Source: an optimization exercise on an open RTL-to-GDS flow (aim: small area and a short achievable clock period). Production flows keep margins and buffers that such runs may drop. In this exercise RTL edits were held to simulation tests only and were not proved equivalent to the original. The clock port is modelled as an ideal driver; clocking choices that lean on that would not hold on a real chip.

## flow/design.v (module list and top-level ports; edited modules follow where they fit)
// module mul32_top: 20 lines
// module parallel_multiplier: 15 lines
// module booth_mul32: 3760 lines
// module mul_benc: 4 lines
// module mul_bsel: 3 lines
// module mul_bsel0: 3 lines
// module mul_bseln: 3 lines
// module mul_fa: 4 lines
// module mul_ha: 4 lines
// module mul_fa1: 4 lines
// module mul_inv: 3 lines
// module mul_xor: 3 lines
// module mul_xnor: 3 lines
// module mul_pgp: 4 lines
// module mul_gp: 3 lines
// module mul_pgn: 4 lines
// module mul_gn: 3 lines
module mul32_top (
    input  wire               clk,
    input  wire signed [31:0] a,
    input  wire signed [31:0] b,
    output reg  signed [63:0] product
);
  // ...
==> flow/run.sh <==
#!/bin/bash
# synth_recipe.tcl (not shown) runs the flow's synth.tcl, then flattens the netlist and writes it again
# the make line also repeats each setting of config.mk as NAME=value (left out here)
make -C /OpenROAD-flow-scripts/flow DESIGN_CONFIG=/design/flow/config.mk WORK_HOME=/design/flow/orfs CLKGATE_MAP_FILE= SYNTH_SCRIPT=/design/flow/synth_recipe.tcl finish
==> flow/config.mk <==
export PLATFORM = sky130hd
export DESIGN_NAME = mul32_top
export DESIGN_NICKNAME = mul32_top
export VERILOG_FILES = /design/flow/design.v
export SDC_FILE = /design/flow/constraint.sdc
export NUM_CORES = 4
export LEC_CHECK = 0
export CAP_MARGIN = 20
export CORE_MARGIN = 2
export CORE_UTILIZATION = 40
export SETUP_SLACK_MARGIN = 2.5
export SLEW_MARGIN = 20
export SYNTH_HIERARCHICAL = 1
==> flow/constraint.sdc <==
create_clock -name core_clock -period 8.0 [get_ports {clk}]
set_input_delay 1.6000 -clock core_clock [delete_from_list [all_inputs] [get_ports {clk}]]
set_output_delay 1.6000 -clock core_clock [all_outputs]
set_load 0.01 [all_outputs]
==> run notes, run 1 <==
----------------------------------------------------
[Run status]
  Status ... complete, no violations

[Layout]
  Largest registers ... product x64, a_r x32, b_r x32
  Final non-filler cell total ... 3,991
  Flip-flop count of the largest register, all copies and words added ... 64
  Seq area share ... 0.0696
  Nonclk buf count ... just over 500

[Placed design]
  Cell count after placement ... roughly 3,700

[Yosys]
  Fraction of synthesized cell area taken by the top area cell type ... 0.295
  Number of register bits inferred by synthesis ... 128
  Adder-cell share of the synthesized area ... 0.348
  Number of unique standard cell types used by synthesis ... 16
  Largest area contributor in the netlist ... sky130_fd_sc_hd__fa_1

[Timing]
  Worst setup skew after layout ... roughly 0.023 ns
  Minimum clock period after layout ... 6.01 ns
  Final cycle utilization of the critical path ... 0.751

[Routing]
  Remaining design rule violation count ... 0
  Top layer used by detailed routing ... met4
  Per-cell routed wire length ... ~29 um

[Worst hold path]
  Min-Delay Endpoint ... product[0]$_DFF_P_

[Global route]
  Overall overflow remaining after global route ... 0
  Initial antenna violation count ... 0
  Largest net degree at the start of global routing ... 36
  Met3 global-route usage ... 0.0498

[Die]
  Die boundary width ... ~270 um
  Initial core utilization ... 0.406
  Die area ... 73,400 um2
  Count of inserted tapcells ... 940

[Clocking]
  CTS tree ... yes

[Setup path]
  Critical path depth ... 22

----------------------------------------------------
==> run 2: changes to the inputs <==
==> flow/flow/run.sh (new file) <==
#!/bin/bash
# Own layout flow: the standard flow (standard.sh) with two extra steps
# hooked into ORFS:
#  - before floorplanning (PRE_FLOORPLAN_TCL), flow/downsize.tcl gives every
#    combinational cell the smallest drive strength of its function, so the
#    timing repair sizes up only the cells on critical paths;
set -euo pipefail
export PRE_FLOORPLAN_TCL="$PWD/flow/downsize.tcl"
export POST_CTS_TCL="$PWD/flow/skew.tcl"
export SKEW_NS=1.8
bash standard.sh synth > synth.log 2>&1
bash standard.sh SKIP_CTS_REPAIR_TIMING=1 finish > layout.log 2>&1
grep -h "downsize:" orfs/logs/*/mul32_top/base/2_1_floorplan.log > downsize.log || true
grep -h "skew:" orfs/logs/*/mul32_top/base/4_1_cts.log > skew.log || true
==> flow/flow/downsize.tcl (new file) <==
# Before floorplanning: give every combinational cell the smallest drive
# strength of its function (name sky130_fd_sc_hd__<func>_<N>), so that the
# timing repair later sizes up only the cells that need it.  Registers keep
# the cell synthesis gave them.
set db [ord::get_db]
set block [ord::get_db_block]
set masters [dict create]
foreach lib [$db getLibs] {
  foreach m [$lib getMasters] {
    set n [$m getName]
    if {[regexp {^(sky130_fd_sc_hd__[a-z0-9]+)_([0-9]+)$} $n -> base sz]} {
      dict lappend masters $base [list $sz $n]
    }
  }
}
set dont_use {}
if {[info exists ::env(DONT_USE_CELLS)]} { set dont_use $::env(DONT_USE_CELLS) }
set changed 0
foreach inst [$block getInsts] {
  set m [$inst getMaster]
  set n [$m getName]
  if {![regexp {^(sky130_fd_sc_hd__[a-z0-9]+)_([0-9]+)$} $n -> base sz]} { continue }
  if {[regexp {^sky130_fd_sc_hd__(df|dl|sdf|edf|conb|tap|fill|decap|clk|lpflow|probe|diode)} $n]} { continue }
  set best ""
  set bestsz 1000
  foreach c [dict get $masters $base] {
    lassign $c csz cn
    if {[lsearch -exact $dont_use $cn] >= 0} { continue }
    if {$csz < $bestsz} { set bestsz $csz; set best $cn }
  }
  if {$best ne "" && $best ne $n} {
    set nm [$db findMaster $best]
    if {[$nm getWidth] <= [$m getWidth]} {
      $inst swapMaster $nm
      incr changed
    }
  }
}
puts "downsize: $changed cells set to their smallest drive strength"
==> flow/flow/skew.tcl (new file) <==

set skew_ns 1.5
if {[info exists ::env(SKEW_NS)]} { set skew_ns $::env(SKEW_NS) }

set block [ord::get_db_block]
set db [ord::get_db]
set buf_master [$db findMaster sky130_fd_sc_hd__clkbuf_1]
set end_master [$db findMaster sky130_fd_sc_hd__clkbuf_2]

proc pin_slack {name pin} {
  return [get_property [get_pins "$name/$pin"] slack_max]
}
proc ck_arrival {name} {
  return [get_property [get_pins "$name/CLK"] arrival_max_rise]
}

estimate_parasitics -placement

set regs {}
set worst 1e9
foreach inst [$block getInsts] {
  set n [$inst getName]
  if {![string match "product*" $n]} { continue }
  set s [pin_slack $n D]
  lappend regs [list $inst $n $s]
  if {$s < $worst} { set worst $s }
}
set tau [expr {$worst + $skew_ns}]
puts "skew: worst product setup slack $worst ns, skewing registers below $tau ns by $skew_ns ns"

# group the registers to skew by the clock net that feeds them
set groups [dict create]
foreach r $regs {
  lassign $r inst n s
  if {$s >= $tau} { continue }
  set net [[$inst findITerm CLK] getNet]
  dict lappend groups [$net getName] $inst
}

set nbuf 0
set gi 0
set chains {}
dict for {netname insts} $groups {
  incr gi
  set net [$block findNet $netname]
  # centroid of the group
  set sx 0; set sy 0
  foreach inst $insts {
    lassign [$inst getLocation] x y
    set sx [expr {$sx + $x}]; set sy [expr {$sy + $y}]
  }
  set cx [expr {int($sx / [llength $insts])}]
  set cy [expr {int($sy / [llength $insts])}]
  set ref [[lindex $insts 0] getName]
  set base [ck_arrival $ref]

  # move the group onto its own net behind one end buffer
  set endnet [odb::dbNet_create $block "skew_net_${gi}_end"]
  $endnet setSigType CLOCK
  foreach inst $insts {
    set it [$inst findITerm CLK]
    $it disconnect
    $it connect $endnet
  }
  set endbuf [odb::dbInst_create $block $end_master "skew_buf_${gi}_end"]
  $endbuf setLocation $cx $cy
  $endbuf setPlacementStatus PLACED
  [$endbuf findITerm X] connect $endnet
  [$endbuf findITerm A] connect $net
  incr nbuf

  # grow a chain in front of the end buffer until the delay is reached;
  # chain: buffers from the tree's net towards the end buffer
  set chain {}
  set k 0
  while {1} {
    set d [expr {[ck_arrival $ref] - $base}]
    if {$d >= $skew_ns || $k >= 60} { break }
    incr k
    set mid [odb::dbNet_create $block "skew_net_${gi}_$k"]
    $mid setSigType CLOCK
    set b [odb::dbInst_create $block $buf_master "skew_buf_${gi}_$k"]
    $b setLocation $cx $cy
    $b setPlacementStatus PLACED
    # insert b between the tree's net and the first buffer of the chain
    if {[llength $chain]} { set first [lindex $chain 0] } else { set first $endbuf }
    set fa [$first findITerm A]
    $fa disconnect
    $fa connect $mid
    [$b findITerm X] connect $mid
    [$b findITerm A] connect $net
    set chain [linsert $chain 0 $b]
    incr nbuf
    estimate_parasitics -placement
  }
  lappend chains [list $gi $net $ref $base $endbuf $chain]
  puts "skew: group $gi on $netname: [llength $insts] registers, $k chain buffers, clock delay +[format %.3f $d] ns"
}
puts "skew: $nbuf buffers inserted"

set_placement_padding -global \
  -left $::env(CELL_PAD_IN_SITES_DETAIL_PLACEMENT) \
  -right $::env(CELL_PAD_IN_SITES_DETAIL_PLACEMENT)
detailed_placement
estimate_parasitics -placement

# the legalized chains are longer: drop buffers from their front until the
# delay is back at SKEW_NS
foreach c $chains {
  lassign $c gi net ref base endbuf chain
  set removed 0
  while {[llength $chain] > 0} {
    set d [expr {[ck_arrival $ref] - $base}]
    if {$d <= $skew_ns + 0.04} { break }
    set b [lindex $chain 0]
    set chain [lrange $chain 1 end]
    if {[llength $chain]} { set next [lindex $chain 0] } else { set next $endbuf }
    set mid [[$b findITerm X] getNet]
    set na [$next findITerm A]
    $na disconnect
    [$b findITerm A] disconnect
    [$b findITerm X] disconnect
    odb::dbInst_destroy $b
    odb::dbNet_destroy $mid
    $na connect $net
    incr removed
    estimate_parasitics -placement
  }
  set d [expr {[ck_arrival $ref] - $base}]
  puts "skew: group $gi: removed $removed buffers, [llength $chain] left, clock delay +[format %.3f $d] ns"
}
detailed_placement
estimate_parasitics -placement
report_worst_slack -max
report_worst_slack -min

repair_timing_helper
detailed_placement
check_placement -verbose
estimate_parasitics -placement
report_worst_slack -max
report_worst_slack -min
==> flow/standard.sh (new file) <==
#!/bin/bash
# synth_recipe.tcl (not shown) runs the flow's synth.tcl, then flattens the netlist and writes it again
# the make line also repeats each setting of config.mk as NAME=value (left out here)
make -C /OpenROAD-flow-scripts/flow DESIGN_CONFIG=/design/flow/config.mk WORK_HOME=/design/flow/orfs CLKGATE_MAP_FILE= SYNTH_SCRIPT=/design/flow/synth_recipe.tcl "${@:-finish}"
--- a/flow/config.mk
+++ b/flow/config.mk
@@ -8,6 +8,7 @@
 export CAP_MARGIN = 20
 export CORE_MARGIN = 2
-export CORE_UTILIZATION = 40
-export SETUP_SLACK_MARGIN = 2.5
+export CORE_UTILIZATION = 65
+export HOLD_SLACK_MARGIN = 0.05
+export SETUP_SLACK_MARGIN = 3.6
 export SLEW_MARGIN = 20
 export SYNTH_HIERARCHICAL = 1
removed: flow/run.sh
==> run 2 against run 1 <==
  * The flow now stops in global routing (5_1_grt)
  * Synthesized cell count unchanged
==> run notes, run 2 <==
----------------------------------------------------
[Global route]
  Largest net degree at the start of global routing ... 35

[Die]
  Die boundary width ... 199 um (was 271 um)
  Top-Level Pins ... 129 (unchanged)
  DIE HEIGHT ... 199 um (was 271 um)
  Initial core utilization ... 0.659 (was 0.406)
  Cell row count ... 71 (was 97)

[Placed design]
  Buffers on Ports ... 128 (unchanged)
  Placed wire-length estimate after detailed placement ... 71,500 um (was 83,000 um)
  Routability congestion estimate from global placement ... 1.02 (was 0.927)
  Cell count after placement ... 3,244 (was 3,688)

[Timing]
  Pin type at the end of the worst path ... output port
  Last worst endpoint in the global-route repair_timing ... product[21]

[Yosys]
  Instance count of the mapped netlist ... 2,508 (unchanged)
  Count of warnings emitted by yosys ... 7 (unchanged)

[Run status]
  First reported error ... [ERROR GRT-0232] Routing congestion too high. Check the congestion heatmap in the GUI.
  Last step reached ... global routing (5_1_grt)
  Status ... stopped before the end (was complete, no violations)

----------------------------------------------------
## run 2: how the worst min path moves through the flow
| stage | endpoint | slack (ns) |
|---|---|---|
| 2_1_floorplan | product[1]$_DFF_P_ | 0.88 |
| 3_3_place_gp | product[0]$_DFF_P_ | 0.68 |
| 3_5_place_dp | product[0]$_DFF_P_ | 0.71 |
## run 2: through the flow
step	hold slack, ns	utilization	setup slack (ns)	cell area [um2]
2_1_floorplan	0.883	-	2.08	26100
3_3_place_gp	0.682	0.764	0.701	28800
3_5_place_dp	0.707	0.764	0.694	28800

[re-timing with driven ports]
The results above use ideal ports. As a check the final layout listed here was re-extracted and re-timed, cells and wires unchanged.
Step 1: set_driving_cell puts a clkbuf_16 on clk and a buf_2 on each other input, an assumption about the parent block.
Step 2 also shifts input and output timing later by t, the mid clock arrival at the registers, as if the neighbouring blocks saw the same clock.
Three values: no drivers, after step 1, after step 2; two values: the first two.
run: run 1
shift t [ns]: 0.548
slack for setup (ns): 1.988 / 1.988 / 1.988
worst data-port slew with drivers (ns): 0.04
After both steps run 1 still meets setup and hold. For run 1, drivers alone change the setup slack by 0.000 ns; drivers and shift together by 0.000 ns.
